This is an optimization exercise on Yosys and OpenROAD, whose aim is a short achievable clock period and few clock cycles, not a production implementation.
Function was checked by simulation only, so behaviour that the tests miss may differ from the original.
Power figures rest on the tool's default switching activity, not on a simulated workload.

**flow/design.v**
```verilog
module flopr(clock, reset, d, q);
    parameter WIDTH = 8;
    input clock; 
    input reset;
    input [WIDTH-1:0] d; 
    output reg [WIDTH-1:0] q;   
    always @(posedge clock, posedge reset)
        if (reset)
            q <= 0;
        else 
            q <= d;
endmodule
module adder(a, b, sum);
    input [31:0] a;
    input [31:0] b;
    output [31:0] sum;
    assign sum = a + b;
endmodule
module mux2(d0, d1, s, y);
    parameter WIDTH = 8;
    input [WIDTH-1:0] d0; 
    input [WIDTH-1:0] d1;
    input s;
    output [WIDTH-1:0] y;
    assign y = s ? d1 : d0;
endmodule
module mux3(d0, d1, d2, s, y);
    parameter WIDTH = 8;
    input [WIDTH-1:0] d0; 
    input [WIDTH-1:0] d1;
    input [WIDTH-1:0] d2;
    input [1:0] s;
    output [WIDTH-1:0] y;
    assign y = s[1] ? d2 : (s[0] ? d1 : d0);
endmodule
module mux8(d0, d1, d2, d3, d4, d5, d6, d7, s, y);
    parameter WIDTH = 8;
    input [WIDTH-1:0] d0;
    input [WIDTH-1:0] d1;
    input [WIDTH-1:0] d2;
    input [WIDTH-1:0] d3;
    input [WIDTH-1:0] d4;
    input [WIDTH-1:0] d5;
    input [WIDTH-1:0] d6;
    input [WIDTH-1:0] d7;
    input [2:0] s;
    output reg [WIDTH-1:0] y;
    always @*
        begin
            case(s)
                3'b000: y = d0;
                3'b001: y = d1;
                3'b010: y = d2;
                3'b011: y = d3;
                3'b100: y = d4;
                3'b101: y = d5;
                3'b110: y = d6;
                3'b111: y = d7;
                default: y = d0;
            endcase
        end
endmodule
module regfile(clock, write_enable, address_read_1, address_read_2, address_write, write_data, read_data_1, read_data_2);
    input clock;
    input write_enable;
    input [4:0] address_read_1;
    input [4:0] address_read_2;
    input [4:0] address_write;
    input [31:0] write_data;
    output [31:0] read_data_1;
    output [31:0] read_data_2;
    reg [31:0] registers[31:0];
    always @(posedge clock)
        begin
            if (write_enable) 
                registers[address_write] <= write_data;
        end
    assign read_data_1 = (address_read_1 != 0) ? registers[address_read_1] : 0;  
    assign read_data_2 = (address_read_2 != 0) ? registers[address_read_2] : 0;  
endmodule
module generate_immediate(instruction, immediate);
    input [31:0] instruction;
    output reg [31:0] immediate;
    always @*
        begin
            case(instruction[6:0])
                7'b0000011,                                                                                                      
                7'b0010011,                                                                                                      
                7'b1100111: immediate = {{20{instruction[31]}}, instruction[31:20]};                                             
                7'b0100011: immediate = {{20{instruction[31]}}, instruction[31:25], instruction[11:7]};                          
                7'b1100011: immediate = {{20{instruction[31]}}, instruction[7], instruction[30:25],  instruction[11:8], 1'b0};   
                7'b1101111: immediate = {{12{instruction[31]}}, instruction[19:12], instruction[20], instruction[30:21], 1'b0};  
                7'b0110111,                                                                                                      
                7'b0010111: immediate = {instruction[31:12], 12'b0};                                                             
                default: immediate = 32'bx;  
            endcase
        end
endmodule
module alu(src_A, src_B, ALU_control, ALU_result, zero);
    input [31:0] src_A;
    input [31:0] src_B;
    input [3:0] ALU_control;
    output reg [31:0] ALU_result;
    output zero;
    always @*
        case(ALU_control)
            4'b0000: ALU_result <= src_A + src_B;  
            4'b0001: ALU_result <= src_A - src_B;  
            4'b0010: ALU_result <= src_A & src_B;  
            4'b0011: ALU_result <= src_A | src_B;  
            4'b0100: ALU_result <= src_A ^ src_B;  
            4'b0101: ALU_result <= ($signed(src_A) < $signed(src_B)) ? 1 : 0;  
            4'b0110: ALU_result <= ($unsigned(src_A) < $unsigned(src_B)) ? 1 : 0;  
            4'b0111: ALU_result <= $signed(src_A) >>> src_B[4:0];  
            4'b1000: ALU_result <= $signed(src_A) >> src_B[4:0];  
            4'b1001: ALU_result <= $signed(src_A) << src_B[4:0];  
            default: ALU_result <= 32'd0;  
        endcase
    assign zero = (ALU_result == 0) ? 1 : 0;  
endmodule
module select_read(funct3, read_data_in, read_data_out);
    input [2:0] funct3;
    input [31:0] read_data_in;
    output reg [31:0] read_data_out;
    always @*
        begin
            case(funct3)
                3'b000: read_data_out = {{24{read_data_in[7]}}, read_data_in[7:0]};      
                3'b001: read_data_out = {{16{read_data_in[15]}}, read_data_in[15:0]};    
                3'b010: read_data_out = read_data_in;                                    
                3'b100: read_data_out = {24'b0, read_data_in[7:0]};                      
                3'b101: read_data_out = {16'b0, read_data_in[15:0]};                     
                default: read_data_out = 32'bx;  
            endcase
        end
endmodule
module main_decoder(opcode, funct3, reg_write, ALU_select, memory_control, result_select, branch, ALU_op, jump);
    input [6:0] opcode;
    input [2:0] funct3;
    output reg_write;
    output ALU_select;
    output [3:0] memory_control;
    output [2:0] result_select;
    output branch;
    output [1:0] ALU_op;
    output jump;
    reg [12:0] controls;
    assign {reg_write, ALU_select, memory_control, result_select, branch, ALU_op, jump} = controls;   
    always @*
        case(opcode)      
            7'b0000011:                                          
                case(funct3)
                    3'b000: controls = 13'b1_1_0010_001_0_00_0;      
                    3'b001: controls = 13'b1_1_0100_001_0_00_0;      
                    3'b010: controls = 13'b1_1_0000_001_0_00_0;      
                    3'b100: controls = 13'b1_1_1010_001_0_00_0;      
                    3'b101: controls = 13'b1_1_1100_001_0_00_0;      
                    default: controls = 13'bx_x_x_xxxx_xxx_xx_x;     
                endcase
            7'b0100011:
                case(funct3)
                    3'b000: controls = 13'b0_1_0011_000_0_00_0;      
                    3'b001: controls = 13'b0_1_0101_000_0_00_0;      
                    3'b010: controls = 13'b0_1_0001_000_0_00_0;      
                    default: controls = 13'bx_x_x_xxxx_xxx_xx_x;     
                endcase
            7'b0110011: controls = 13'b1_0_0000_000_0_10_0;          
            7'b0010111: controls = 13'b1_0_0000_100_0_00_0;          
            7'b0110111: controls = 13'b1_0_0000_011_0_00_0;          
            7'b1100011: controls = 13'b0_0_0000_000_1_01_0;          
            7'b0010011: controls = 13'b1_1_0000_000_0_10_0;          
            7'b1100111: controls = 13'b1_1_0000_010_0_00_1;          
            7'b1101111: controls = 13'b1_0_0000_010_0_00_1;          
            default:    controls = 13'bx_x_xxxx_xxx_x_xx_x;          
        endcase
endmodule
module alu_decoder(opcode_b5, funct3, funct7b5, ALU_op, ALU_control);
    input opcode_b5;
    input [2:0] funct3;
    input funct7b5;
    input [1:0] ALU_op;
    output reg [3:0] ALU_control;
    wire R_type_subtract;
    wire shift_arithemetic;
    assign R_type_subtract = funct7b5 & opcode_b5;  
    assign shift_arithemetic = funct7b5;  
    always @*
        case(ALU_op)
            2'b00: ALU_control = 3'b000;  
            2'b01:
                case(funct3)
                    3'b000: ALU_control = 4'b0001;  
                    3'b001: ALU_control = 4'b0001;  
                    3'b100: ALU_control = 4'b0101;  
                    3'b101: ALU_control = 4'b0101;  
                    3'b110: ALU_control = 4'b0110;  
                    3'b111: ALU_control = 4'b0110;  
                    default: ALU_control = 4'bxxxx;  
                endcase
            default:
                case(funct3)  
                    3'b000: 
                        begin
                            if (R_type_subtract)
                                ALU_control = 3'b001;  
                            else
                                ALU_control = 3'b000;  
                        end
                    3'b001: ALU_control = 4'b1001;  
                    3'b010: ALU_control = 4'b0101;  
                    3'b011: ALU_control = 4'b0110;  
                    3'b100: ALU_control = 4'b0100;  
                    3'b101:
                        begin
                            if(shift_arithemetic)
                                ALU_control = 4'b0111;  
                            else
                                ALU_control = 4'b1000;  
                        end
                    3'b110: ALU_control = 4'b0011;  
                    3'b111: ALU_control = 4'b0010;  
                    default: ALU_control = 4'bxxxx;  
                endcase
        endcase
endmodule
module controller(opcode, funct3, funct7b5, zero, result_select, memory_control, PC_select, ALU_select, reg_write, jump, ALU_control);
    input [6:0] opcode;
    input [2:0] funct3;  
    input funct7b5;
    input zero;
    output [2:0] result_select;
    output [3:0] memory_control;
    output reg [1:0] PC_select;
    output ALU_select;
    output reg_write;
    output jump;
    output [3:0] ALU_control;
    wire [1:0] ALU_op;
    wire branch;
    main_decoder main_decoder
    (
        opcode,              
        funct3,              
        reg_write,           
        ALU_select,          
        memory_control,      
        result_select,       
        branch,              
        ALU_op,              
        jump                 
    );
    alu_decoder alu_decoder
    (
        opcode[5],       
        funct3,          
        funct7b5,        
        ALU_op,          
        ALU_control      
    );
    always @*
        if(jump)
            case(opcode[3])
                1'b0: PC_select = 2'b10;             
                1'b1: PC_select = 2'b01;             
                default: PC_select = 2'b01;
            endcase
        else
            case(funct3)
                3'b000: PC_select = branch & zero;    
                3'b001: PC_select = branch & ~zero;   
                3'b100: PC_select = branch & ~zero;   
                3'b101: PC_select = branch & zero;    
                3'b110: PC_select = branch & ~zero;   
                3'b111: PC_select = branch & zero;    
                default: PC_select = 2'b00;
            endcase           
endmodule
module datapath(clock, reset, result_select, PC_select, ALU_select, reg_write, ALU_control, instruction, read_data, zero, PC, ALU_result, write_data);
    input clock;
    input reset;
    input [2:0] result_select;
    input [1:0] PC_select;
    input ALU_select;
    input reg_write;
    input [3:0] ALU_control;
    input [31:0] instruction;
    input [31:0] read_data;
    output zero;
    output [31:0] PC;
    output [31:0] ALU_result;
    output [31:0] write_data;
    wire [31:0] PC_next;
    wire [31:0] PC_plus4;
    wire [31:0] PC_target;
    wire [31:0] immediate;
    wire [31:0] src_A;
    wire [31:0] src_B;
    wire [31:0] read_data_out;
    wire [31:0] result;
    flopr #(32) pc_reg(clock, reset, PC_next, PC);
    adder pc_add4(PC, 32'd4, PC_plus4);
    adder pc_addbranch(PC, immediate, PC_target);
    mux3 #(32) pc_mux(PC_plus4, PC_target, ALU_result, PC_select, PC_next);
    regfile regfile(clock, reg_write, instruction[19:15], instruction[24:20], instruction[11:7], result, src_A, write_data);
    generate_immediate generate_immediate(instruction, immediate);
    mux2 #(32) src_B_mux(write_data, immediate, ALU_select, src_B);
    alu alu(src_A, src_B, ALU_control, ALU_result, zero);
    select_read select_read(instruction[14:12], read_data, read_data_out);
    mux8 #(32) result_mux(ALU_result, read_data_out, PC_plus4, immediate, PC_target, 32'hxxxxxxxx, 32'hxxxxxxxx, 32'hxxxxxxxx, result_select, result);
endmodule
module cpu(clock, reset, instruction, read_data, memory_control, PC, ALU_result, write_data);
    input clock;
    input reset;
    input [31:0] instruction;
    input [31:0] read_data;
    output [3:0] memory_control;
    output [31:0] PC;
    output [31:0] ALU_result;
    output [31:0] write_data;
    reg [31:0] pc_o;
    reg [31:0] pc_n;
    wire [31:0] pc_f = ~pc_n;
    reg        valid_d;
    reg [31:0] ir_d;
    reg [31:0] pc_d;
    reg        pred_d;
    reg        valid_x;
    reg [31:0] a_x, b_x, sd_x, c_x;
    reg        s_add_x, s_sub_x, s_and_x, s_or_x, s_xor_x, s_slt_x, s_sltu_x;
    reg        s_sll_x, s_srl_x, s_sra_x, s_c_x;
    reg        jalr_x, ld_x, st_x, wen_x, p_add_x;
    reg [2:0]  f3_x;
    reg [4:0]  rd_x;
    reg        r_eq_x, r_ne_x, r_lt_x, r_ge_x, r_ltu_x, r_geu_x, r_jal_x;
    reg [31:0] alt_x;
    reg        valid_m;
    reg [31:0] res_m, sd_m, addr_m;
    reg        st_m, ld_m, wen_m, mcb_m, mch_m, mcu_m;
    reg [2:0]  f3_m;
    reg [4:0]  rd_m;
    reg        valid_w;
    reg [31:0] res_w;
    reg        wen_w;
    reg [4:0]  rd_w;
    reg [31:0] rf [1:31];
    wire        ex_redir;
    wire        id_redir;
    wire        stall;
    wire [31:0] ex_tgt;
    wire [31:0] id_tgt;
    wire [20:0] f_imm_j = {instruction[31], instruction[19:12], instruction[20], instruction[30:21], 1'b0};
    wire [12:0] f_imm_b = {instruction[31], instruction[7], instruction[30:25], instruction[11:8], 1'b0};
    wire [13:0] f_lo_j;
    wire [13:0] f_lo_b;
    add13 add_j(pc_f[12:0], f_imm_j[12:0], f_lo_j);
    add13 add_b(pc_f[12:0], f_imm_b, f_lo_b);
    wire [18:0] f_hi   = pc_f[31:13];
    wire [18:0] f_hi_p = pc_f[31:13] + 19'd1;
    wire [18:0] f_hi_m = pc_f[31:13] - 19'd1;
    wire [31:0] pc_other = stall ? pc_f : pc_f + 32'd4;
    wire        f_pred, f_jal, sel_j, sel_b;
    wire [18:0] up1, up0;
    fetch_select fetch_select(instruction, stall, f_hi, f_hi_p, f_hi_m, pc_other[31:13],
                              f_pred, f_jal, sel_j, sel_b, up1, up0);
    wire [18:0] p1 = id_redir ? id_tgt[31:13] : up1;
    wire [18:0] p0 = id_redir ? id_tgt[31:13] : up0;
    wire [12:0] q_lo = id_redir ? id_tgt[12:0] : pc_other[12:0];
    wire [31:0] pc_next;
    wire [31:0] pc_next_n;
    pc_final pc_final(ex_redir, ex_tgt, f_jal, f_lo_j[13], f_lo_b[13], p1, p0,
                      sel_j & ~id_redir, sel_b & ~id_redir, f_lo_j[12:0], f_lo_b[12:0], q_lo,
                      pc_next, pc_next_n);
    always @(posedge clock, posedge reset)
        if (reset)
            pc_o <= 32'd0;
        else
            pc_o <= pc_next;
    always @(posedge clock, posedge reset)
        if (reset)
            pc_n <= 32'hFFFFFFFF;
        else
            pc_n <= pc_next_n;
    wire [6:0] op  = ir_d[6:0];
    wire [4:0] rd  = ir_d[11:7];
    wire [2:0] f3  = ir_d[14:12];
    wire [4:0] rs1 = ir_d[19:15];
    wire [4:0] rs2 = ir_d[24:20];
    wire       f7b5 = ir_d[30];
    wire is_lui   = (op == 7'b0110111);
    wire is_auipc = (op == 7'b0010111);
    wire is_jal   = (op == 7'b1101111);
    wire is_jalr  = (op == 7'b1100111);
    wire is_br    = (op == 7'b1100011);
    wire is_ld    = (op == 7'b0000011);
    wire is_st    = (op == 7'b0100011);
    wire is_opi   = (op == 7'b0010011);
    wire is_op    = (op == 7'b0110011);
    wire writes   = is_lui | is_auipc | is_jal | is_jalr | is_ld | is_opi | is_op;
    wire wen_d    = writes & (rd != 5'd0);
    wire use_rs1  = is_jalr | is_br | is_ld | is_st | is_opi | is_op;
    wire use_rs2  = is_br | is_st | is_op;
    wire [31:0] imm_i = {{20{ir_d[31]}}, ir_d[31:20]};
    wire [31:0] imm_s = {{20{ir_d[31]}}, ir_d[31:25], ir_d[11:7]};
    wire [31:0] imm_b = {{20{ir_d[31]}}, ir_d[7], ir_d[30:25], ir_d[11:8], 1'b0};
    wire [31:0] imm_u = {ir_d[31:12], 12'b0};
    wire [31:0] imm_j = {{12{ir_d[31]}}, ir_d[19:12], ir_d[20], ir_d[30:21], 1'b0};
    wire [31:0] tgt_b = pc_d + imm_b;
    wire [31:0] tgt_j = pc_d + imm_j;
    wire [31:0] pcp4_d = pc_d + 32'd4;
    wire [31:0] auipc_d = pc_d + imm_u;
    wire [31:0] rf1 = (rs1 == 5'd0) ? 32'd0 : rf[rs1];
    wire [31:0] rf2 = (rs2 == 5'd0) ? 32'd0 : rf[rs2];
    wire m1 = valid_m & wen_m & (rd_m == rs1);
    wire m2 = valid_m & wen_m & (rd_m == rs2);
    wire w1 = valid_w & wen_w & (rd_w == rs1);
    wire w2 = valid_w & wen_w & (rd_w == rs2);
    wire [31:0] rv1 = m1 ? res_m : w1 ? res_w : rf1;
    wire [31:0] rv2 = m2 ? res_m : w2 ? res_w : rf2;
    wire x1 = valid_x & wen_x & (rd_x == rs1);
    wire x2 = valid_x & wen_x & (rd_x == rs2);
    assign stall = valid_d & (
        (use_rs1 & ((x1 & ld_x) | (m1 & ld_m))) |
        (use_rs2 & ((x2 & ld_x) | (m2 & ld_m))));
    wire jalr_c = x1 & s_c_x;
    wire jalr_z = (rs1 == 5'd0);
    wire jalr_fast = is_jalr & (jalr_c | jalr_z);
    wire [31:0] id_tgt_c = c_x + imm_i;
    wire [31:0] zx = (a_x ^ b_x) ^ {a_x[30:0] | b_x[30:0], 1'b0};
    wire sum_zero = ~|zx;
    wire br_on_sum = is_br & pred_d & (f3[2:1] == 2'b00) & valid_x & wen_x & p_add_x &
                     (((rs2 == 5'd0) & (rd_x == rs1)) | ((rs1 == 5'd0) & (rd_x == rs2)));
    wire br_fall = br_on_sum & (f3[0] ? sum_zero : ~sum_zero);
    assign id_redir = valid_d & ~stall & (jalr_fast | br_fall);
    assign id_tgt = jalr_fast ? (jalr_c ? id_tgt_c : imm_i) : pcp4_d;
    wire pred_e = pred_d & ~br_fall;
    always @(posedge clock, posedge reset)
        if (reset)
            valid_d <= 1'b0;
        else if (ex_redir)
            valid_d <= 1'b0;
        else if (~stall)
            valid_d <= ~id_redir;
    always @(posedge clock)
        if (~stall) begin
            ir_d <= instruction;
            pc_d <= pc_f;
            pred_d <= f_pred;
        end
    always @(posedge clock, posedge reset)
        if (reset)
            valid_x <= 1'b0;
        else
            valid_x <= valid_d & ~stall & ~ex_redir;
    wire fa = x1 & use_rs1;
    wire fb = x2 & (is_op | is_br);
    wire fs = x2;
    wire [31:0] res_x;
    always @(posedge clock) begin
        a_x   <= fa ? res_x : rv1;
        b_x   <= fb ? res_x : (is_op | is_br) ? rv2 : is_st ? imm_s : imm_i;
        sd_x  <= fs ? res_x : rv2;
        c_x   <= is_lui ? imm_u : is_auipc ? auipc_d : pcp4_d;
        s_add_x  <= is_ld | is_st | ((is_opi | is_op) & (f3 == 3'b000) & ~(is_op & f7b5));
        p_add_x  <= (is_opi | is_op) & (f3 == 3'b000) & ~(is_op & f7b5);
        s_sub_x  <= is_op & (f3 == 3'b000) & f7b5;
        s_sll_x  <= (is_opi | is_op) & (f3 == 3'b001);
        s_slt_x  <= (is_opi | is_op) & (f3 == 3'b010);
        s_sltu_x <= (is_opi | is_op) & (f3 == 3'b011);
        s_xor_x  <= (is_opi | is_op) & (f3 == 3'b100);
        s_srl_x  <= (is_opi | is_op) & (f3 == 3'b101) & ~f7b5;
        s_sra_x  <= (is_opi | is_op) & (f3 == 3'b101) & f7b5;
        s_or_x   <= (is_opi | is_op) & (f3 == 3'b110);
        s_and_x  <= (is_opi | is_op) & (f3 == 3'b111);
        s_c_x    <= is_lui | is_auipc | is_jal | is_jalr;
        jalr_x <= is_jalr & ~jalr_fast;
        ld_x  <= is_ld;
        st_x  <= is_st;
        wen_x <= wen_d;
        f3_x  <= f3;
        rd_x  <= rd;
        r_eq_x  <= is_br & ((f3 == 3'b000) & ~pred_e | (f3 == 3'b001) & pred_e);
        r_ne_x  <= is_br & ((f3 == 3'b001) & ~pred_e | (f3 == 3'b000) & pred_e);
        r_lt_x  <= is_br & ((f3 == 3'b100) & ~pred_e | (f3 == 3'b101) & pred_e);
        r_ge_x  <= is_br & ((f3 == 3'b101) & ~pred_e | (f3 == 3'b100) & pred_e);
        r_ltu_x <= is_br & ((f3 == 3'b110) & ~pred_e | (f3 == 3'b111) & pred_e);
        r_geu_x <= is_br & ((f3 == 3'b111) & ~pred_e | (f3 == 3'b110) & pred_e);
        r_jal_x <= is_jal & ~pred_d;
        alt_x <= ({32{pred_e}} & pcp4_d) | ({32{~pred_d & is_jal}} & tgt_j) |
                 ({32{~pred_e & ~is_jal}} & tgt_b);
    end
    wire [31:0] A  = a_x;
    wire [31:0] B  = b_x;
    wire [31:0] SD = sd_x;
    wire [31:0] sum = A + B;
    wire [31:0] dif = A - B;
    wire [30:0] lt0 = ~A[30:0] & B[30:0];
    wire [30:0] eq0 = ~(A[30:0] ^ B[30:0]);
    wire [31:0] ltt [0:5];
    wire [31:0] eqt [0:5];
    assign ltt[0] = {1'b0, lt0};
    assign eqt[0] = {1'b1, eq0};
    genvar gl, gi;
    generate
        for (gl = 1; gl <= 5; gl = gl + 1) begin : cmp_level
            for (gi = 0; gi < (32 >> gl); gi = gi + 1) begin : cmp_node
                assign ltt[gl][gi] = ltt[gl-1][2*gi+1] | (eqt[gl-1][2*gi+1] & ltt[gl-1][2*gi]);
                assign eqt[gl][gi] = eqt[gl-1][2*gi+1] & eqt[gl-1][2*gi];
            end
            assign ltt[gl][31:(32 >> gl)] = 0;
            assign eqt[gl][31:(32 >> gl)] = 0;
        end
    endgenerate
    wire lt_lo = ltt[5][0];
    wire eq_lo = eqt[5][0];
    wire eq31 = ~(A[31] ^ B[31]);
    wire eq  = eq31 & eq_lo;
    wire ltu = (~A[31] & B[31]) | (eq31 & lt_lo);
    wire lts = (A[31] & ~B[31]) | (eq31 & lt_lo);
    wire [31:0] sll = A << B[4:0];
    wire [31:0] srl = A >> B[4:0];
    wire [31:0] sra = $signed(A) >>> B[4:0];
    assign res_x =
        ({32{s_add_x}}  & sum) |
        ({32{s_sub_x}}  & dif) |
        ({32{s_and_x}}  & (A & B)) |
        ({32{s_or_x}}   & (A | B)) |
        ({32{s_xor_x}}  & (A ^ B)) |
        ({32{s_slt_x}}  & {31'd0, lts}) |
        ({32{s_sltu_x}} & {31'd0, ltu}) |
        ({32{s_sll_x}}  & sll) |
        ({32{s_srl_x}}  & srl) |
        ({32{s_sra_x}}  & sra) |
        ({32{s_c_x}}    & c_x);
    wire mispredict = (r_eq_x & eq) | (r_ne_x & ~eq) | (r_lt_x & lts) | (r_ge_x & ~lts) |
                      (r_ltu_x & ltu) | (r_geu_x & ~ltu) | r_jal_x;
    assign ex_redir = valid_x & (jalr_x | mispredict);
    assign ex_tgt = jalr_x ? sum : alt_x;
    always @(posedge clock, posedge reset)
        if (reset) begin
            valid_m <= 1'b0;
            st_m <= 1'b0;
        end else begin
            valid_m <= valid_x;
            st_m <= valid_x & st_x;
        end
    always @(posedge clock) begin
        res_m  <= res_x;
        addr_m <= sum;
        sd_m   <= SD;
        ld_m   <= ld_x;
        wen_m  <= wen_x;
        f3_m   <= f3_x;
        mcb_m  <= (f3_x[1:0] == 2'b00);
        mch_m  <= (f3_x[1:0] == 2'b01);
        mcu_m  <= f3_x[2] & (ld_x | st_x);
        rd_m   <= rd_x;
    end
    assign PC = pc_o;
    assign ALU_result = addr_m;
    assign write_data = sd_m;
    assign memory_control = {mcu_m, mch_m, mcb_m, st_m};
    wire [31:0] ld_val =
        (f3_m == 3'b000) ? {{24{read_data[7]}}, read_data[7:0]} :
        (f3_m == 3'b001) ? {{16{read_data[15]}}, read_data[15:0]} :
                           read_data;
    always @(posedge clock, posedge reset)
        if (reset)
            valid_w <= 1'b0;
        else
            valid_w <= valid_m;
    always @(posedge clock) begin
        res_w <= ld_m ? ld_val : res_m;
        wen_w <= wen_m;
        rd_w  <= rd_m;
    end
    always @(posedge clock)
        if (valid_w & wen_w)
            rf[rd_w] <= res_w;
endmodule
module add13(a, b, s);
    input [12:0] a;
    input [12:0] b;
    output reg [13:0] s;
    reg [12:0] g, p, p0;
    integer d, i;
    always @* begin
        g = a & b;
        p = a ^ b;
        p0 = p;
        for (d = 1; d < 13; d = d * 2)
            for (i = 12; i >= d; i = i - 1) begin
                g[i] = g[i] | (p[i] & g[i-d]);
                p[i] = p[i] & p[i-d];
            end
        s = {g[12], p0 ^ {g[11:0], 1'b0}};
    end
endmodule
module fetch_select(instruction, hold, hi, hi_p, hi_m, other, pred, jal, sel_j, sel_b, up1, up0);
    input [31:0] instruction;
    input hold;
    input [18:0] hi;
    input [18:0] hi_p;
    input [18:0] hi_m;
    input [18:0] other;
    output pred;
    output jal;
    output sel_j;
    output sel_b;
    output [18:0] up1;
    output [18:0] up0;
    wire [20:0] imm_j = {instruction[31], instruction[19:12], instruction[20], instruction[30:21], 1'b0};
    wire [12:0] imm_b = {instruction[31], instruction[7], instruction[30:25], instruction[11:8], 1'b0};
    assign jal = (instruction[6:0] == 7'b1101111) &
                 ((imm_j[20:12] == 9'h000) | (imm_j[20:12] == 9'h1FF));
    wire bbr = (instruction[6:0] == 7'b1100011) & instruction[31];
    assign pred = jal | bbr;
    assign sel_j = jal & ~hold;
    assign sel_b = bbr & ~hold;
    wire s = jal ? imm_j[12] : imm_b[12];
    assign up1 = (sel_j | sel_b) ? (s ? hi : hi_p) : other;
    assign up0 = (sel_j | sel_b) ? (s ? hi_m : hi) : other;
endmodule
module pc_final(ex_redir, ex_tgt, jal, cj, cb, up1, up0, sel_j, sel_b,
                lo_j, lo_b, lo_other, pc_next, pc_next_n);
    input ex_redir;
    input [31:0] ex_tgt;
    input jal;
    input cj;
    input cb;
    input [18:0] up1;
    input [18:0] up0;
    input sel_j;
    input sel_b;
    input [12:0] lo_j;
    input [12:0] lo_b;
    input [12:0] lo_other;
    output [31:0] pc_next;
    output [31:0] pc_next_n;
    wire c = jal ? cj : cb;
    wire [18:0] up = c ? up1 : up0;
    wire [12:0] lo = ({13{sel_j}} & lo_j) | ({13{sel_b}} & lo_b) | ({13{~sel_j & ~sel_b}} & lo_other);
    assign pc_next = ex_redir ? ex_tgt : {up, lo};
    assign pc_next_n = ~pc_next;
endmodule
```
**flow/flow/run.sh**
```bash
#!/bin/bash
# Standard ORFS layout (standard.sh) with a larger setup repair margin, so that
# repair_timing keeps improving paths well past the 11 ns clock.
set -euo pipefail
bash standard.sh SETUP_SLACK_MARGIN=7.5 finish > standard.log 2>&1
```
**flow/standard.sh**
```bash
#!/bin/bash
# synth_recipe.tcl (not shown) runs the flow's synth.tcl, then flattens the netlist and writes it again
# the make line also repeats each setting of config.mk as NAME=value (left out here)
make -C /OpenROAD-flow-scripts/flow DESIGN_CONFIG=/design/flow/config.mk WORK_HOME=/design/flow/orfs CLKGATE_MAP_FILE= SYNTH_SCRIPT=/design/flow/synth_recipe.tcl "${@:-finish}"
```
**flow/config.mk**
```make
export PLATFORM = sky130hd
export DESIGN_NAME = cpu
export DESIGN_NICKNAME = cpu
export VERILOG_FILES = /design/flow/design.v
export SDC_FILE = /design/flow/constraint.sdc
export NUM_CORES = 4
export LEC_CHECK = 0
export ABC_CLOCK_PERIOD_IN_PS = 3000
export CAP_MARGIN = 20
export CORE_MARGIN = 2
export CORE_UTILIZATION = 40
export CTS_CLUSTER_DIAMETER = 90
export CTS_CLUSTER_SIZE = 25
export SLEW_MARGIN = 20
export SYNTH_HIERARCHICAL = 1
```
**flow/constraint.sdc**
```tcl
create_clock -name core_clock -period 11.0 [get_ports {clock}]
set_input_delay 2.2000 -clock core_clock [delete_from_list [all_inputs] [get_ports {clock}]]
set_output_delay 2.2000 -clock core_clock [all_outputs]
set_load 0.01 [all_outputs]
```
==> impl_metrics.py, run 1 <==
metrics = {
    "routing": {
        "via_count": 63300,
        "wl_per_cell_um": 34.2,
        "viasPerCell": 6.53,
        "wl_mm": 331,
        "drt_iter0_drc": 8566,
        "drtAntennaViolNets": 0,
        "drcViolationCount": 0,
        "first_pass_iters": 8,
    },
    "layout": {
        "drive_gt1_share_pct": 33.9,
        "syn_to_final_growth_pct": 20.1,
        "fin_nets": 7235,
    },
    "power": {
        "power_density_nw_per_um2": 182,
        "switching_share_pct": 37.1,
        "p_leak_nw": 35.1,
        "clkPwrFrac_pct": 21.0,
        "p_int_mw": 11.4,
        "p_switching_mw": 6.73,
        "power_frac_comb_pct": 39.4,
        "ir_drop_mv": 0.144,
        "power_frac_seq_pct": 39.6,
    },
    "critical_path": {
        "end_kind": "register",
        "worstReg2RegStart": "b_x[0]$_DFF_P_",
        "worstPathArrival_ps": 4390,
        "cp_max_fo": 7,
        "path_cells": "buf_4, mux2_2, mux2i_4, a211oi_1, a31oi_2, o21ai_2, a221o_1, a311oi_2, o21ai_1, a32o_2, a22o_4, o21a_2",
        "critical-path-slowest-cell": "dfxtp_4",
        "cp.required_ps": 11600,
        "crit_type": "reg -> reg",
        "crit_path_start_kind": "register",
        "r2r_slack_ps": 7200,
        "timing.critical_path.from": "b_x[0]$_DFF_P_",
        "regToRegEndpoint": "b_x[26]$_DFF_P_",
        "slowest_delay_ps": 470,
        "reg2reg_depth": 12,
    },
    "global_routing": {
        "grt_usage_pct": 30.4,
        "grt_pass1_wl_mm": 458,
        "grt_pass1_vias": 60700,
        "grt_antenna_before_repair": 20,
        "grt_max_degree": 70,
        "grt_overflow_total": 0,
    },
    "logic_synthesis": {
        "synthCells": 6535,
        "netlist_area_um2": 82800,
        "synthSimpleGateAreaFrac_pct": 7.39,
        "synth_compound_area_share_pct": 12.4,
        "ys_types": 118,
        "synth.mux.area_fraction_pct": 20.9,
        "synth_edf_count": 1057,
        "synthFlopType": "edfxtp_1",
        "ys_seq_area_share_pct": 48.9,
        "synth_top_family_by_area": "multiplexers",
        "synth_area_per_cell_um2": 12.7,
        "synthAdderAreaFrac_pct": 4.05,
        "synth-xor-area-share_pct": 2.89,
        "ys_async_sr_fraction_pct": 4.68,
        "synth-seq-cells": 1474,
        "yosys_warnings": 8,
    },
    "floorplanning": {
        "rows": 167,
        "start_util_pct": 40.1,
        "coreArea_um2": 206000,
        "die_w_um": 459,
        "die_h_um": 459,
        "die_area_um2": 211000,
        "pin_count": 166,
    },
    "sta": {
        "hold_violations": 0,
        "max_freq_mhz": 263,
        "worst_slack_ps": 7200,
        "setup_violations": 0,
        "fin_crit_sh_pct": 34.5,
        "skew_ps": 69.3,
        "worst_slew_pin_slew_ps": 1170,
        "timing.setup.tns_ps": 0,
        "holdWs_ps": 323,
        "rsz0062_at_grt": "true",
        "drv_slew": 0,
        "layout_min_cycle_time_ps": 3800,
        "maxSlewHeadroom_pct": 21.7,
    },
    "flow_run": {
        "drv_cap": 0,
    },
    "status": {
        "status": "timing/DRC/antenna clean",
    },
    "clock_tree": {
        "clock_sinks": 1474,
        "cts_tree": "done",
        "cts_max_level": 3,
        "clock_latency_ps": 800,
        "clockRootBuffer": "clkbuf_16",
        "cts_buffer_depth": 3,
        "path_clk_slew_ps": 90,
        "cts_buffers": 84,
        "ctsHoldBuffers": 0,
    },
    "place": {
        "io_buffers": 165,
        "pre_cts_ws_ps": 5240,
        "routabilityCongestion": 0.997,
        "dpl.hpwl_mm": 209,
    },
    "worst_hold_path": {
        "hp-class": "reg -> reg",
        "worstHoldEndpoint": "sd_m[27]$_DFF_P_",
        "hp-start": "sd_x[27]$_DFF_P_",
        "hold_depth": 0,
    },
}
-- per-stage QoR --
stage	utilization (%)	total power [mW]	cell area, um^2	instances
after floorplan	-	10.7	83200	6536
after global placement	42.4	12.8	87500	9075
after detailed placement	42.4	12.8	87500	9075
after CTS	46.6	17.4	96300	9495
after global routing	48.2	18.7	99500	9672
final	48.2	18.1	99500	9684
-- final cells by class --
type / instances / area [um^2]
fill: 18000 / 107000
multi-input combinational: 4387 / 43800
sequential: 1474 / 40700
timing repair buffer: 738 / 7600
tap: 2704 / 3380
clock buffer: 99 / 2260
inverter: 219 / 946
clock inverter: 49 / 759
antenna: 12 / 30.0
timing repair inverter: 2 / 27.5
-- per-layer routing --
layer | part of all wire, % | routed length (um) | vias up | track usage (%)
met5 | 0.018 | 58 | - | 0
met1 | 37 | 121000 | 32300 | 38.3
met3 | 9.2 | 30400 | 981 | 5.50
li1 | - | - | 26100 | -
met2 | 46 | 153000 | 3888 | 48.0
met4 | 7.9 | 26000 | 8 | 19.9
-- modules after synthesis, one instance, submodules excluded --
module        flops+latches  area (um^2)  cells  copies in the design
pc_final                  0          992    146                     1
cpu                    1474        79500   6133                     1
fetch_select              0         1110    104                     1
add13                     0          593     76                     2
-- synthesized netlist by cell type, types with 190 or more instances --
cell | instances | area [um^2]
dfxtp_1 | 348 | 6970
edfxtp_1 | 1057 | 31700
nand2_1 | 372 | 1400
clkbuf_1 | 275 | 1030
xnor2_1 | 200 | 1750
nor2_1 | 508 | 1910
a21oi_1 | 454 | 2270
mux2i_1 | 190 | 1900
inv_1 | 206 | 773
o21ai_0 | 261 | 1310
ha_1 | 255 | 3190
mux4_2 | 608 | 13700
-- critical path: cells and delay by family (launching register included) --
kind | cells | cell delay (ps)
flops | 1 | 470
buf+inv | 1 | 210
compound gates | 9 | 2350
mux | 2 | 590
-- worst max path at each step --
stage	slack, ps	endpoint
after floorplan	6990	pc_o[26]$_DFF_PP0_
after global placement	5180	pc_o[9]$_DFF_PP0_
after detailed placement	5240	pc_o[10]$_DFF_PP0_
after CTS	7300	b_x[28]$_DFF_P_
after global routing	7160	pc_o[31]$_DFF_PP0_
final	7200	b_x[26]$_DFF_P_
-- sequential cells by signal, summed over array words and instances (netlist names), 5 cells and up, named ones only --
| name | count |
|---|---|
| c_x | 32 |
| alt_x | 32 |
| rd_x | 5 |
| res_m | 32 |
| rd_w | 5 |
| rf | 992 |
| rd_m | 5 |
| res_w | 32 |
| b_x | 32 |
| ir_d | 32 |
| pc_n | 32 |
| sd_x | 32 |
| sd_m | 32 |
| pc_d | 32 |
| a_x | 32 |
| pc_o | 32 |
| addr_m | 32 |
-- placed cells by master, fill, tap and decap left out, drive strengths merged, types with 24 or more instances in the layout --
master / synthesis / layout
nor3: 105 / 105
and3: 27 / 27
ha: 255 / 255
clkinv: 6 / 30
dfstp: 32 / 32
a211o: 29 / 29
inv: 213 / 219
dfrtp: 37 / 37
mux4: 608 / 608
a22oi: 36 / 36
a21oi: 464 / 464
clkdlybuf4s50: 0 / 35
o211ai: 40 / 40
o22ai: 37 / 37
edfxtp: 1057 / 1057
bufbuf: 0 / 24
nor2b: 34 / 34
nand2: 373 / 373
a211oi: 155 / 155
clkbuf: 275 / 108
a31oi: 25 / 25
a21o: 102 / 102
nor4: 35 / 35
o21ai: 295 / 296
mux2: 148 / 148
buf: 186 / 657
o21bai: 35 / 35
nand3: 90 / 90
dfxtp: 348 / 348
xnor2: 200 / 200
nor2: 511 / 512
xor2: 73 / 73
nand4: 31 / 31
or3: 38 / 38
o21a: 93 / 93
mux2i: 190 / 190
a221oi: 40 / 40
-- kinds of logic (layout without fill, tap and decap cells) --
| family | Yosys count | count (layout) |
|---|---|---|
| buf+inv | 680 | 1107 |
| mux | 946 | 946 |
| xor+xnor | 273 | 273 |
| simple gates | 1346 | 1350 |
| fa+ha+maj | 263 | 263 |
| compound gates | 1552 | 1553 |
| flops | 1474 | 1474 |
| other cells | 1 | 14 |
-- repair_timing --
| action | in CTS | in global routing |
|---|---|---|
| pin swaps | 146 | 192 |
| buffers inserted | 232 | 169 |
| cloned | 40 | 8 |
| resized for setup | 1199 | 375 |
| endpoints found under the setup margin | 433 | 204 |
-- power groups by stage --
| stage | registers [mW] | clock network (mW) | logic, mW |
|---|---|---|---|
| after global routing | 7.21 | 4.05 | 7.47 |
| after detailed placement | 7.31 | 0 | 5.51 |
| final | 7.18 | 3.81 | 7.13 |
| after floorplan | 7.00 | 0 | 3.74 |
| after global placement | 7.30 | 0 | 5.50 |
| after CTS | 7.15 | 3.86 | 6.34 |
Testbench counts, summed over its fixed seeds: cycles 126,911.
==> inputs of run 2 (changes only) <==
--- a/flow/config.mk
+++ b/flow/config.mk
@@ -11,4 +11,2 @@
 export CORE_UTILIZATION = 40
-export CTS_CLUSTER_DIAMETER = 90
-export CTS_CLUSTER_SIZE = 25
 export SLEW_MARGIN = 20
==> run 2 against run 1 <==
Still clean on timing, DRC and antenna; flip-flop and latch count is the same; utilization increased by 1.5 points; routed wire length up 1.2%; sequential share of layout area shrank 1.2 points; cell area is 3.0% higher.
==> impl_metrics.py, run 2 <==
metrics = {
    "routing": {
        "wl_mm": 335,
        "viasPerCell": 6.53,
        "drcViolationCount": 0,
        "drt_iter0_drc": 8424,
        "via_count": 64200,
        "first_pass_iters": 8,
        "drtAntennaViolNets": 0,
        "wl_per_cell_um": 34.0,
    },
    "power": {
        "power_density_nw_per_um2": 194,
        "ir_drop_mv": 0.180,
        "p_leak_nw": 36.5,
    },
    "critical_path": {
        "crit_path_start_kind": "register",
        "critPathTopFamily": "compound AO/OA/AOI/OAI gates",
        "worstPathArrival_ps": 4470,
        "r2r_slack_ps": 7240,
        "slowest_delay_ps": 590,
        "worstReg2RegStart": "b_x[1]$_DFF_P_",
        "end_kind": "register",
        "path_cells": "buf_16, buf_4, mux4_2, mux2i_1, a211oi_1, o21ai_0, nand2_1, or4_4, a211o_1, o2bb2ai_2, o21a_1",
        "cp_max_fo": 8,
        "reg2reg_depth": 11,
        "crit_type": "reg -> reg",
        "critical-path-slowest-cell": "or4_4",
        "regToRegEndpoint": "b_x[31]$_DFF_P_",
        "cp.required_ps": 11700,
        "critPathBufInv": 2,
    },
    "logic_synthesis": {
        "synth_common_cells": "edfxtp_1 (1057), mux4_2 (608), nor2_1 (508)",
        "synthFlopType": "edfxtp_1",
        "netlist_area_um2": 82800,
        "synth_top_cell_by_area": "edfxtp_1",
        "synth_area_per_cell_um2": 12.7,
        "synth_top_area_share_pct": 38.3,
        "synth_edf_count": 1057,
        "synth_area_leaders": "edfxtp_1 (38%), mux4_2 (17%), dfxtp_1 (8.4%), ha_1 (3.9%), a21oi_1 (2.7%)",
        "synthCells": 6535,
        "synth-seq-cells": 1474,
        "ys_types": 118,
        "synthAdderAreaFrac_pct": 4.05,
        "synth_most_common_cell": "edfxtp_1",
        "synth.mux.area_fraction_pct": 20.9,
        "yosys_warnings": 8,
        "synthSimpleGateAreaFrac_pct": 7.39,
        "synth_compound_area_share_pct": 12.4,
        "ys_async_sr_fraction_pct": 4.68,
        "synth-xor-area-share_pct": 2.89,
        "synth_top_family_by_area": "multiplexers",
        "ys_seq_area_share_pct": 48.9,
    },
    "floorplanning": {
        "coreArea_um2": 206000,
        "die_h_um": 459,
        "die_area_um2": 211000,
        "die_w_um": 459,
        "rows": 167,
        "pin_count": 166,
        "start_util_pct": 40.1,
    },
    "layout": {
        "final_cell_mix": "edfxtp_1 (1057), mux4_2 (608), nor2_1 (443)",
        "final_common_cell": "edfxtp_1",
        "largest_reg_flops": 992,
        "fin_nets": 7308,
        "drive_gt1_share_pct": 35.1,
        "fin_area_um2": 103000,
        "syn_to_final_growth_pct": 23.8,
        "largest-register": "rf",
        "fillCellCount": 17600,
    },
    "global_routing": {
        "grt_pass1_wl_mm": 464,
        "grtUsageMet1_pct": 38.3,
        "grt_util_met2_pct": 48.5,
        "grt_usage_pct": 30.7,
        "top_usage_layer": "met2",
        "grt_antenna_before_repair": 21,
        "grt_max_degree": 70,
        "use_met3_pct": 6.16,
        "grt_pass1_vias": 61700,
        "grt_overflow_total": 0,
    },
    "clock_tree": {
        "clock_sinks": 1474,
        "cts_tree": "done",
        "cts_buffers": 163,
        "path_clk_slew_ps": 70,
        "cts_max_level": 4,
        "clock_latency_ps": 870,
        "cts_buffer_depth": 3,
        "clockRootBuffer": "clkbuf_16",
    },
    "sta": {
        "skew_ps": 71.3,
        "fin_crit_sh_pct": 34.2,
        "worst_slew_pin_slew_ps": 1160,
        "hold_violations": 0,
        "timing.setup.tns_ps": 0,
        "drv_slew": 0,
        "setup_violations": 0,
        "layout_min_cycle_time_ps": 3760,
        "rsz0062_at_grt": "true",
        "maxSlewHeadroom_pct": 22.2,
        "max_freq_mhz": 266,
    },
    "place": {
        "dpl_cell_area_um2": 87500,
        "routabilityCongestion": 0.997,
        "dpl.hpwl_mm": 209,
        "io_buffers": 165,
    },
    "worst_hold_path": {
        "hold_depth": 0,
        "hp-start": "sd_x[26]$_DFF_P_",
        "hp-class": "reg -> reg",
        "worstHoldEndpoint": "sd_m[26]$_DFF_P_",
    },
    "status": {
        "status": "timing/DRC/antenna clean",
    },
    "flow_run": {
        "drv_cap": 0,
    },
}
-- run 2: area by class of cell --
class	count	area (um^2)	share of cell area, %
sequential	1474	40700	39.7
inverter	219	947	0.924
antenna	8	20.0	0.0195
clock buffer	214	4360	4.25
tap	2704	3380	3.30
multi-input combinational	4388	44000	42.9
timing repair inverter	2	27.5	0.0268
timing repair buffer	731	8010	7.81
clock inverter	89	1090	1.06
-- run 2: how the worst max path moves through the flow --
stage	from	end	slack, ps	cells after the start
2_1_floorplan	instruction[24]	pc_o[26]$_DFF_PP0_	6990	12
3_3_place_gp	b_x[2]$_DFF_P_	pc_o[9]$_DFF_PP0_	5180	15
3_5_place_dp	b_x[2]$_DFF_P_	pc_o[10]$_DFF_PP0_	5240	15
4_1_cts	a_x[0]$_DFF_P_	b_x[24]$_DFF_P_	7280	14
5_1_grt	ir_d[21]$_DFFE_PN_	pc_o[31]$_DFF_PP0_	7170	15
6_report	b_x[1]$_DFF_P_	b_x[31]$_DFF_P_	7240	11
-- run 2: logic make-up after synthesis --
logic type / Yosys count
compound gates: 1552
xor+xnor: 273
fa+ha+maj: 263
buf+inv: 680
flops: 1474
mux: 946
other cells: 1
simple gates: 1346
-- run 2: layer usage --
metal  up-vias  part of all wire, %
met2      4093                   46
li1      26400                    -
met3      1048                  9.7
met5         -                0.028
met1     32700                   36
met4         8                  8.0
-- run 2: through the flow --
| stage | total power [mW] | hold WS, ps | cells | worst slack, ps | util [%] |
|---|---|---|---|---|---|
| final | 19.9 | 285 | 9829 | 7240 | 49.7 |
| after global routing | 20.6 | 286 | 9822 | 7170 | 49.7 |
| after CTS | 19.2 | 284 | 9682 | 7280 | 48.2 |
| after global placement | 12.8 | 314 | 9075 | 5180 | 42.4 |
| after detailed placement | 12.8 | 313 | 9075 | 5240 | 42.4 |
| after floorplan | 10.7 | 310 | 6536 | 6990 | - |
-- run 2: modules after synthesis (local to each module, per instance) --
module        copies in the design  cells  cell area, um^2
pc_final                         1    146              992
cpu                              1   6133            79500
add13                            2     76              593
fetch_select                     1    104             1110
-- run 2: power breakdown --
group	total, mW	switching, mW	leakage (nW)	internal (mW)
Combinational	7.14	3.97	20.5	3.17
Sequential	7.21	0.663	13.4	6.55
Clock	5.58	2.45	2.61	3.12
Total	19.9	7.08	36.5	12.8
-- run 2: timing repair --
item | in CTS | in global routing
gates cloned | 43 | 11
gates resized for setup | 1294 | 385
pin swaps | 158 | 181
endpoints found under the setup margin | 433 | 219
hold buffers | 0 | 0
setup buffers | 261 | 127
==> inputs of run 3 (changes only) <==
--- a/flow/design.v
+++ b/flow/design.v
@@ -416,9 +416,9 @@
     wire w2 = valid_w & wen_w & (rd_w == rs2);
-    wire [31:0] rv1 = m1 ? res_m : w1 ? res_w : rf1;
-    wire [31:0] rv2 = m2 ? res_m : w2 ? res_w : rf2;
+    wire [31:0] ld_val;
+    wire [31:0] mv = ld_m ? ld_val : res_m;
+    wire [31:0] rv1 = m1 ? mv : w1 ? res_w : rf1;
+    wire [31:0] rv2 = m2 ? mv : w2 ? res_w : rf2;
     wire x1 = valid_x & wen_x & (rd_x == rs1);
     wire x2 = valid_x & wen_x & (rd_x == rs2);
-    assign stall = valid_d & (
-        (use_rs1 & ((x1 & ld_x) | (m1 & ld_m))) |
-        (use_rs2 & ((x2 & ld_x) | (m2 & ld_m))));
+    assign stall = valid_d & ((use_rs1 & x1 & ld_x) | (use_rs2 & x2 & ld_x));
     wire jalr_c = x1 & s_c_x;
@@ -561,3 +561,3 @@
     assign memory_control = {mcu_m, mch_m, mcb_m, st_m};
-    wire [31:0] ld_val =
+    assign ld_val =
         (f3_m == 3'b000) ? {{24{read_data[7]}}, read_data[7:0]} :
==> run 3 against run 2 <==
Critical path depth up 21; sequential share of layout area up 0.097 points; sequential power about the same; flip-flop and latch count unchanged; maximum frequency down 15%; global-route usage down 0.36 points; first-iteration DRC count up 6.5%; die area down 0.80%; area after synthesis down 0.80%; synthesized cell count down 0.66%; largest cell class unchanged.
==> impl_metrics.py, run 3 <==
metrics = {
    "critical_path": {
        "critical-path-slowest-cell": "dfstp_2",
        "cp_max_fo": 2,
        "slowest_delay_ps": 380,
        "worstPathArrival_ps": 5100,
        "path_common_cell": "buf_6",
        "cp.required_ps": 11690,
        "r2r_slack_ps": 6580,
        "end_kind": "register",
        "crit_type": "reg -> reg",
        "regToRegEndpoint": "pc_o[19]$_DFF_PP0_",
        "reg2reg_depth": 32,
        "worstReg2RegStart": "pc_n[13]$_DFF_PP1_",
        "crit_path_start_kind": "register",
    },
    "global_routing": {
        "grt_pass1_vias": 61100,
        "grt_overflow_total": 0,
        "grt_max_degree": 71,
        "grt_usage_pct": 30.4,
        "grt_antenna_before_repair": 22,
        "grt_pass1_wl_mm": 457,
    },
    "sta": {
        "rsz0062_at_grt": "true",
        "worst_slew_pin_slew_ps": 1120,
        "maxSlewHeadroom_pct": 25.0,
        "fin_crit_sh_pct": 40.2,
        "drv_slew": 0,
        "setup_violations": 0,
        "max_freq_mhz": 226,
        "hold_violations": 0,
        "skew_ps": 62.7,
        "layout_min_cycle_time_ps": 4420,
        "timing.setup.tns_ps": 0,
    },
    "floorplanning": {
        "die_area_um2": 209000,
        "rows": 166,
        "pin_count": 166,
        "coreArea_um2": 204000,
        "start_util_pct": 40.2,
        "die_h_um": 457,
        "die_w_um": 457,
    },
    "routing": {
        "viasPerCell": 6.48,
        "wl_mm": 330,
        "first_pass_iters": 9,
        "via_count": 63900,
        "drt_iter0_drc": 8973,
        "drcViolationCount": 0,
        "drtAntennaViolNets": 0,
        "wl_per_cell_um": 33.5,
    },
    "logic_synthesis": {
        "synthCells": 6492,
        "synth_edf_count": 1057,
        "synth-seq-cells": 1474,
        "synth_top_area_share_pct": 38.6,
        "synth_top_cell_by_area": "edfxtp_1",
        "synth_area_leaders": "edfxtp_1 (39%), mux4_2 (17%), dfxtp_1 (8.5%), ha_1 (3.9%), a21oi_1 (2.8%)",
        "synth_common_cells": "edfxtp_1 (1057), mux4_2 (610), nor2_1 (512)",
        "synth_area_per_cell_um2": 12.7,
        "netlist_area_um2": 82200,
        "synthFlopType": "edfxtp_1",
        "ys_async_sr_fraction_pct": 4.68,
        "synth_most_common_cell": "edfxtp_1",
        "ys_types": 98,
        "ys_seq_area_share_pct": 49.3,
        "yosys_warnings": 8,
    },
    "layout": {
        "drive_gt1_share_pct": 35.5,
        "largest-register": "rf",
        "final_cell_mix": "edfxtp_1 (1057), mux4_2 (610), buf_4 (445)",
        "fillCellCount": 17400,
        "fin_nets": 7352,
        "final_common_cell": "edfxtp_1",
        "syn_to_final_growth_pct": 24.5,
        "multi_input_area_um2": 43500,
        "final_cells": 9852,
        "largest_reg_flops": 992,
        "seq_area_um2": 40700,
    },
    "power": {
        "p_leak_nw": 36.7,
        "ir_drop_mv": 0.172,
        "power_density_nw_per_um2": 192,
    },
    "clock_tree": {
        "clockRootBuffer": "clkbuf_16",
        "cts_max_level": 4,
        "clock_sinks": 1474,
        "clock_latency_ps": 850,
        "cts_tree": "done",
        "cts_buffers": 160,
        "cts_buffer_depth": 3,
        "path_clk_slew_ps": 60,
    },
    "flow_run": {
        "drv_cap": 0,
    },
    "worst_hold_path": {
        "hp-class": "reg -> reg",
        "hold_depth": 0,
        "hp-start": "sd_x[2]$_DFF_P_",
        "worstHoldEndpoint": "sd_m[2]$_DFF_P_",
    },
    "place": {
        "dpl.hpwl_mm": 205,
        "io_buffers": 165,
        "dp_cells": 9023,
        "routabilityCongestion": 1.01,
    },
    "status": {
        "status": "timing/DRC/antenna clean",
    },
}
## run 3: critical path, delay by kind of cell (launching register included)
family                   cells  cell delay, ps
AO/OA/AOI/OAI                2             170
XOR/XNOR                     1             120
adder cells (fa/ha/maj)      1             140
buffers and inverters       23            2500
flip-flops                   1             380
multiplexers                 3             770
AND/OR/NAND/NOR              2             210
## run 3: cell families after synthesis
family,Yosys count,share of synthesized area (%)
compound gates,1486,11.6
mux,963,21.3
xor+xnor,287,3.06
other cells,1,0.00456
fa+ha+maj,263,4.08
simple gates,1334,7.39
buf+inv,684,3.25
flops,1474,49.3
## run 3: cell type report
type / count / area share (%)
antenna: 12 / 0.0294
inverter: 223 / 0.901
timing repair buffer: 821 / 8.22
multi-input combinational: 4343 / 42.6
clock inverter: 86 / 0.991
sequential: 1474 / 39.8
tap: 2688 / 3.29
clock buffer: 205 / 4.23
## run 3: metrics by stage
step	cell area, um^2	total power [mW]	setup WS (ps)	hold slack, ps	util (%)
2_1_floorplan	82700	10.7	6670	310	-
3_3_place_gp	87200	12.7	5650	311	42.7
3_5_place_dp	87200	12.7	5650	313	42.7
4_1_cts	98800	19.0	6650	326	48.4
5_1_grt	102000	20.3	6480	330	50.0
6_report	102000	19.6	6580	326	50.1
## run 3: how the worst max path moves through the flow
stage	from	to	depth (start not counted)	slack, ps
floorplan	pc_n[15]$_DFF_PP1_	pc_o[30]$_DFF_PP0_	16	6670
global placement	read_data[7]	b_x[16]$_DFF_P_	6	5650
detailed placement	b_x[0]$_DFF_P_	pc_n[23]$_DFF_PP1_	13	5650
CTS	pc_n[13]$_DFF_PP1_	pc_o[30]$_DFF_PP0_	15	6650
global route	pc_n[13]$_DFF_PP1_	pc_o[30]$_DFF_PP0_	15	6480
finish	pc_n[13]$_DFF_PP1_	pc_o[19]$_DFF_PP0_	32	6580
## run 3: where the power goes
part | switching [mW] | internal (mW) | total [mW]
Combinational | 3.86 | 3.06 | 6.92
Clock | 2.40 | 3.12 | 5.52
Sequential | 0.637 | 6.54 | 7.18
## run 3: layer usage
metal	vias to the layer above	global-route usage (%)	routed length, um
li1	26300	-	-
met1	32500	38.7	122000
met2	4092	47.8	151000
met3	980	6.19	32500
met4	6	18.3	24200
met5	-	0	26
## run 3: modules after synthesis, one instance, submodules excluded
module	cells	cell area (um^2)
fetch_select	104	1110
pc_final	146	992
cpu	6090	78900
add13	76	593
## run 3: timing repair
action                                  4_1_cts  5_1_grt
pin swaps                                   137      190
buffers inserted                            294      183
resized for setup                          1289      363
endpoints found under the setup margin      420      256
gates cloned                                 32       14
hold buffers                                  0        0
Testbench counts of run 3, summed over its fixed seeds: cycles 126,431.
==> inputs of run 4 (changes only) <==
--- a/flow/design.v
+++ b/flow/design.v
@@ -457,6 +457,10 @@
     wire [31:0] res_x;
+    wire [31:0] a_d, b_d, sd_d;
+    late_mux late_a(fa, res_x, rv1, a_d);
+    late_mux late_b(fb, res_x, (is_op | is_br) ? rv2 : is_st ? imm_s : imm_i, b_d);
+    late_mux late_sd(fs, res_x, rv2, sd_d);
     always @(posedge clock) begin
-        a_x   <= fa ? res_x : rv1;
-        b_x   <= fb ? res_x : (is_op | is_br) ? rv2 : is_st ? imm_s : imm_i;
-        sd_x  <= fs ? res_x : rv2;
+        a_x   <= a_d;
+        b_x   <= b_d;
+        sd_x  <= sd_d;
         c_x   <= is_lui ? imm_u : is_auipc ? auipc_d : pcp4_d;
@@ -644 +648,8 @@
 endmodule
+module late_mux(sel, late, early, out);
+    input sel;
+    input [31:0] late;
+    input [31:0] early;
+    output [31:0] out;
+    assign out = sel ? late : early;
+endmodule
==> run 4 against run 3 <==
Register-to-register slack better by 90 ps; synthesized cell count is 0.28% higher; routed wire length is 0.18% higher; still clean.
==> impl_metrics.py, run 4 <==
metrics = {
    "logic_synthesis": {
        "synth_common_cells": "edfxtp_1 (1057), mux4_2 (603), nor2_1 (499)",
        "synth_area_leaders": "edfxtp_1 (38%), mux4_2 (16%), dfxtp_1 (8.4%), ha_1 (3.7%), mux2i_1 (2.3%)",
        "synthCells": 6510,
        "synth_most_common_cell": "edfxtp_1",
        "synth-seq-cells": 1474,
        "ys_async_sr_fraction_pct": 4.68,
        "synth_area_per_cell_um2": 12.8,
        "synthFlopType": "edfxtp_1",
        "synth_top_cell_by_area": "edfxtp_1",
        "ys_seq_area_share_pct": 48.5,
        "yosys_warnings": 8,
        "ys_types": 97,
        "netlist_area_um2": 83400,
        "synth_edf_count": 1057,
        "synth_top_area_share_pct": 38.1,
    },
    "worst_hold_path": {
        "hp-class": "reg -> reg",
        "hold_depth": 0,
        "hp-start": "sd_x[6]$_DFF_P_",
        "worstHoldEndpoint": "sd_m[6]$_DFF_P_",
    },
    "layout": {
        "syn_to_final_growth_pct": 21.9,
        "drive_gt1_share_pct": 34.1,
        "multi_input_area_um2": 43700,
        "fillCellCount": 17800,
        "fin_area_um2": 102000,
        "final_cell_mix": "edfxtp_1 (1057), mux4_2 (603), nor2_1 (436)",
        "fin_nets": 7248,
        "largest_reg_flops": 992,
        "final_common_cell": "edfxtp_1",
        "seq_area_um2": 40700,
        "largest-register": "rf",
    },
    "clock_tree": {
        "cts_max_level": 4,
        "clock_sinks": 1474,
        "cts_buffers": 162,
        "path_clk_slew_ps": 60,
        "cts_tree": "done",
        "cts_buffer_depth": 3,
        "clockRootBuffer": "clkbuf_16",
        "clock_latency_ps": 860,
    },
    "critical_path": {
        "slowest_delay_ps": 540,
        "crit_type": "reg -> reg",
        "regToRegEndpoint": "pc_o[30]$_DFF_PP0_",
        "crit_path_start_kind": "register",
        "r2r_slack_ps": 6670,
        "critical-path-slowest-cell": "or4_4",
        "path_common_cell": "or3_4",
        "worstReg2RegStart": "pc_n[13]$_DFF_PP1_",
        "cp.required_ps": 11720,
        "timing.critical_path.from": "pc_n[13]$_DFF_PP1_",
        "reg2reg_depth": 14,
        "worstPathArrival_ps": 5050,
        "cp_max_fo": 2,
        "end_kind": "register",
        "path_cells": "or4_4, or4_4, or3_4, or3_4, or3_4, or3_4, or3_4, xnor2_2, mux2_2, mux2_4, nand2_2, nand2_2, mux2i_2, o21ai_1",
    },
    "power": {
        "power_density_nw_per_um2": 188,
        "p_leak_nw": 36.5,
        "ir_drop_mv": 0.150,
    },
    "floorplanning": {
        "die_w_um": 461,
        "die_h_um": 461,
        "coreArea_um2": 207000,
        "pin_count": 166,
        "rows": 167,
        "start_util_pct": 40.2,
        "die_area_um2": 212000,
    },
    "global_routing": {
        "grt_antenna_before_repair": 16,
        "grt_max_degree": 70,
        "grt_pass1_vias": 61500,
        "grt_usage_pct": 30.4,
        "grt_pass1_wl_mm": 460,
        "grt_overflow_total": 0,
    },
    "sta": {
        "hold_violations": 0,
        "fin_crit_sh_pct": 39.3,
        "setup_violations": 0,
        "holdWs_ps": 323,
        "rsz0062_at_grt": "true",
        "skew_ps": 77.1,
        "max_freq_mhz": 231,
        "layout_min_cycle_time_ps": 4330,
        "timing.setup.tns_ps": 0,
        "drv_slew": 0,
        "maxSlewHeadroom_pct": 13.4,
        "worst_slew_pin_slew_ps": 1290,
    },
    "routing": {
        "viasPerCell": 6.43,
        "wl_mm": 330,
        "first_pass_iters": 6,
        "via_count": 63400,
        "drtAntennaViolNets": 0,
        "wl_per_cell_um": 33.5,
        "drt_iter0_drc": 8219,
        "drcViolationCount": 0,
    },
    "status": {
        "status": "timing/DRC/antenna clean",
    },
    "place": {
        "io_buffers": 165,
        "routabilityCongestion": 0.980,
        "dpl_cell_area_um2": 88700,
        "dpl.hpwl_mm": 205,
    },
    "flow_run": {
        "drv_cap": 0,
    },
}
[run 4: changes by cell type in the layout (fill, tap and decap cells not counted), moves of 18 or more]
cell | before | now
a22oi_1 | 15 | 53
buf_4 | 445 | 378
o21ai_1 | 66 | 48
mux2_2 | 112 | 132
a21oi_2 | 50 | 32
nand3_1 | 101 | 76
mux2_4 | 31 | 124
buf_6 | 146 | 105
a21o_1 | 72 | 95
a21oi_1 | 386 | 330
[run 4: worst max path at each step]
stage / endpoint / depth (start not counted)
floorplan: pc_o[30]$_DFF_PP0_ / 15
global placement: pc_o[6]$_DFF_PP0_ / 14
detailed placement: pc_o[11]$_DFF_PP0_ / 14
CTS: pc_n[30]$_DFF_PP1_ / 14
global route: pc_o[30]$_DFF_PP0_ / 14
finish: pc_o[30]$_DFF_PP0_ / 14
[run 4: Yosys stat by module (local to each module, per instance)]
module,copies in the design,flops+latches,area (um^2),cells
pc_final,1,0,992,146
fetch_select,1,0,1110,104
cpu,1,1474,78500,6000
add13,2,0,593,76
late_mux,3,0,544,36
[run 4: repair_timing]
action	in CTS	in global routing
setup buffers	238	114
cloned	43	4
pin swaps	127	118
gates resized for setup	1094	238
hold buffers	0	0
setup endpoints to repair	363	230
[run 4: power breakdown]
group	switching [mW]	internal, mW	leakage [nW]
Clock	2.42	3.19	2.62
Sequential	0.650	6.55	13.4
Combinational	3.55	2.78	20.5
[run 4: area by class of cell]
type,count,share of cell area [%]
repair buffers,704,7.28
flip-flops and latches,1474,40.0
inverters,218,0.917
well taps,2788,3.43
multi-input cells,4364,42.9
clock inverters,86,0.997
diodes,7,0.0172
clock buffers,215,4.38
repair inverters,2,0.0246
[run 4: cell families (layout without fill, tap and decap cells)]
kind of cell,Yosys count,in the layout,share of synthesized area (%)
adders and majority gates,256,256,3.91
xor gates and xnor gates,273,273,2.87
other,1,9,0.00450
DFF,1474,1474,48.5
AOI/OAI and AO/OA,1452,1454,11.5
and+or+nand+nor,1329,1332,7.34
muxes,1047,1047,22.5
buffers and inverters,678,1225,3.37
[run 4: layer usage]
layer  global-route usage [%]  part of all wire, %
met1                     38.3                   37
met2                     48.1                   46
met3                     5.53                  9.0
met4                     19.5                  7.5
met5                        0               0.0039
[run 4: worst max-delay path: cells and delay by family (launching register included)]
family           cells  cell delay, ps
flip-flops           1             390
XOR/XNOR             1             140
AND/OR/NAND/NOR      9            2870
AO/OA/AOI/OAI        1              90
multiplexers         3             710
[run 4: metrics by stage]
stage	power [mW]	setup WS, ps	util, %	instances
after floorplan	10.6	6800	-	6511
after global routing	19.8	6600	49.1	9852
after global placement	12.5	5270	42.8	9151
final	19.1	6670	49.1	9858
after detailed placement	12.5	5230	42.8	9151
after CTS	18.7	6680	48.1	9733
Testbench counts of run 4, summed over its fixed seeds: cycles 126,431.

## what the ideal ports hide
The results above use ideal ports. As a check the final layouts listed here were re-extracted and re-timed, cells and wires unchanged. Step 1 assumes that a clkbuf_16 drives the clock port and a buf_2 every other input. Step 2 moves the port delays by t, midway between the first and last clock arrival at a register: inputs arrive t later, outputs are due t later. That takes back most of the time a late clock gives input paths. a / b / c = ideal ports / drivers / drivers and shift; a / b = the first two.
run	shift t [ns]	slack for setup (ns)	hold WS [ns]	clock arrival spread, ns
run 1	0.846	7.202 / 7.202 / 6.427	0.323 / 0.323 / 0.323	0.071 / 0.072
run 2	0.915	7.235 / 7.235 / 6.457	0.285 / 0.285 / 0.285	0.077 / 0.077
run 3	0.903	6.583 / 6.583 / 6.400	0.326 / 0.326 / 0.326	0.075 / 0.075
run 4	0.909	6.672 / 6.672 / 6.286	0.323 / 0.323 / 0.323	0.077 / 0.077
After both steps setup and hold are still met in every run listed. The setup slack of run 2, which loses most, moves by 0.000 ns with the drivers and by -0.778 ns with both steps.
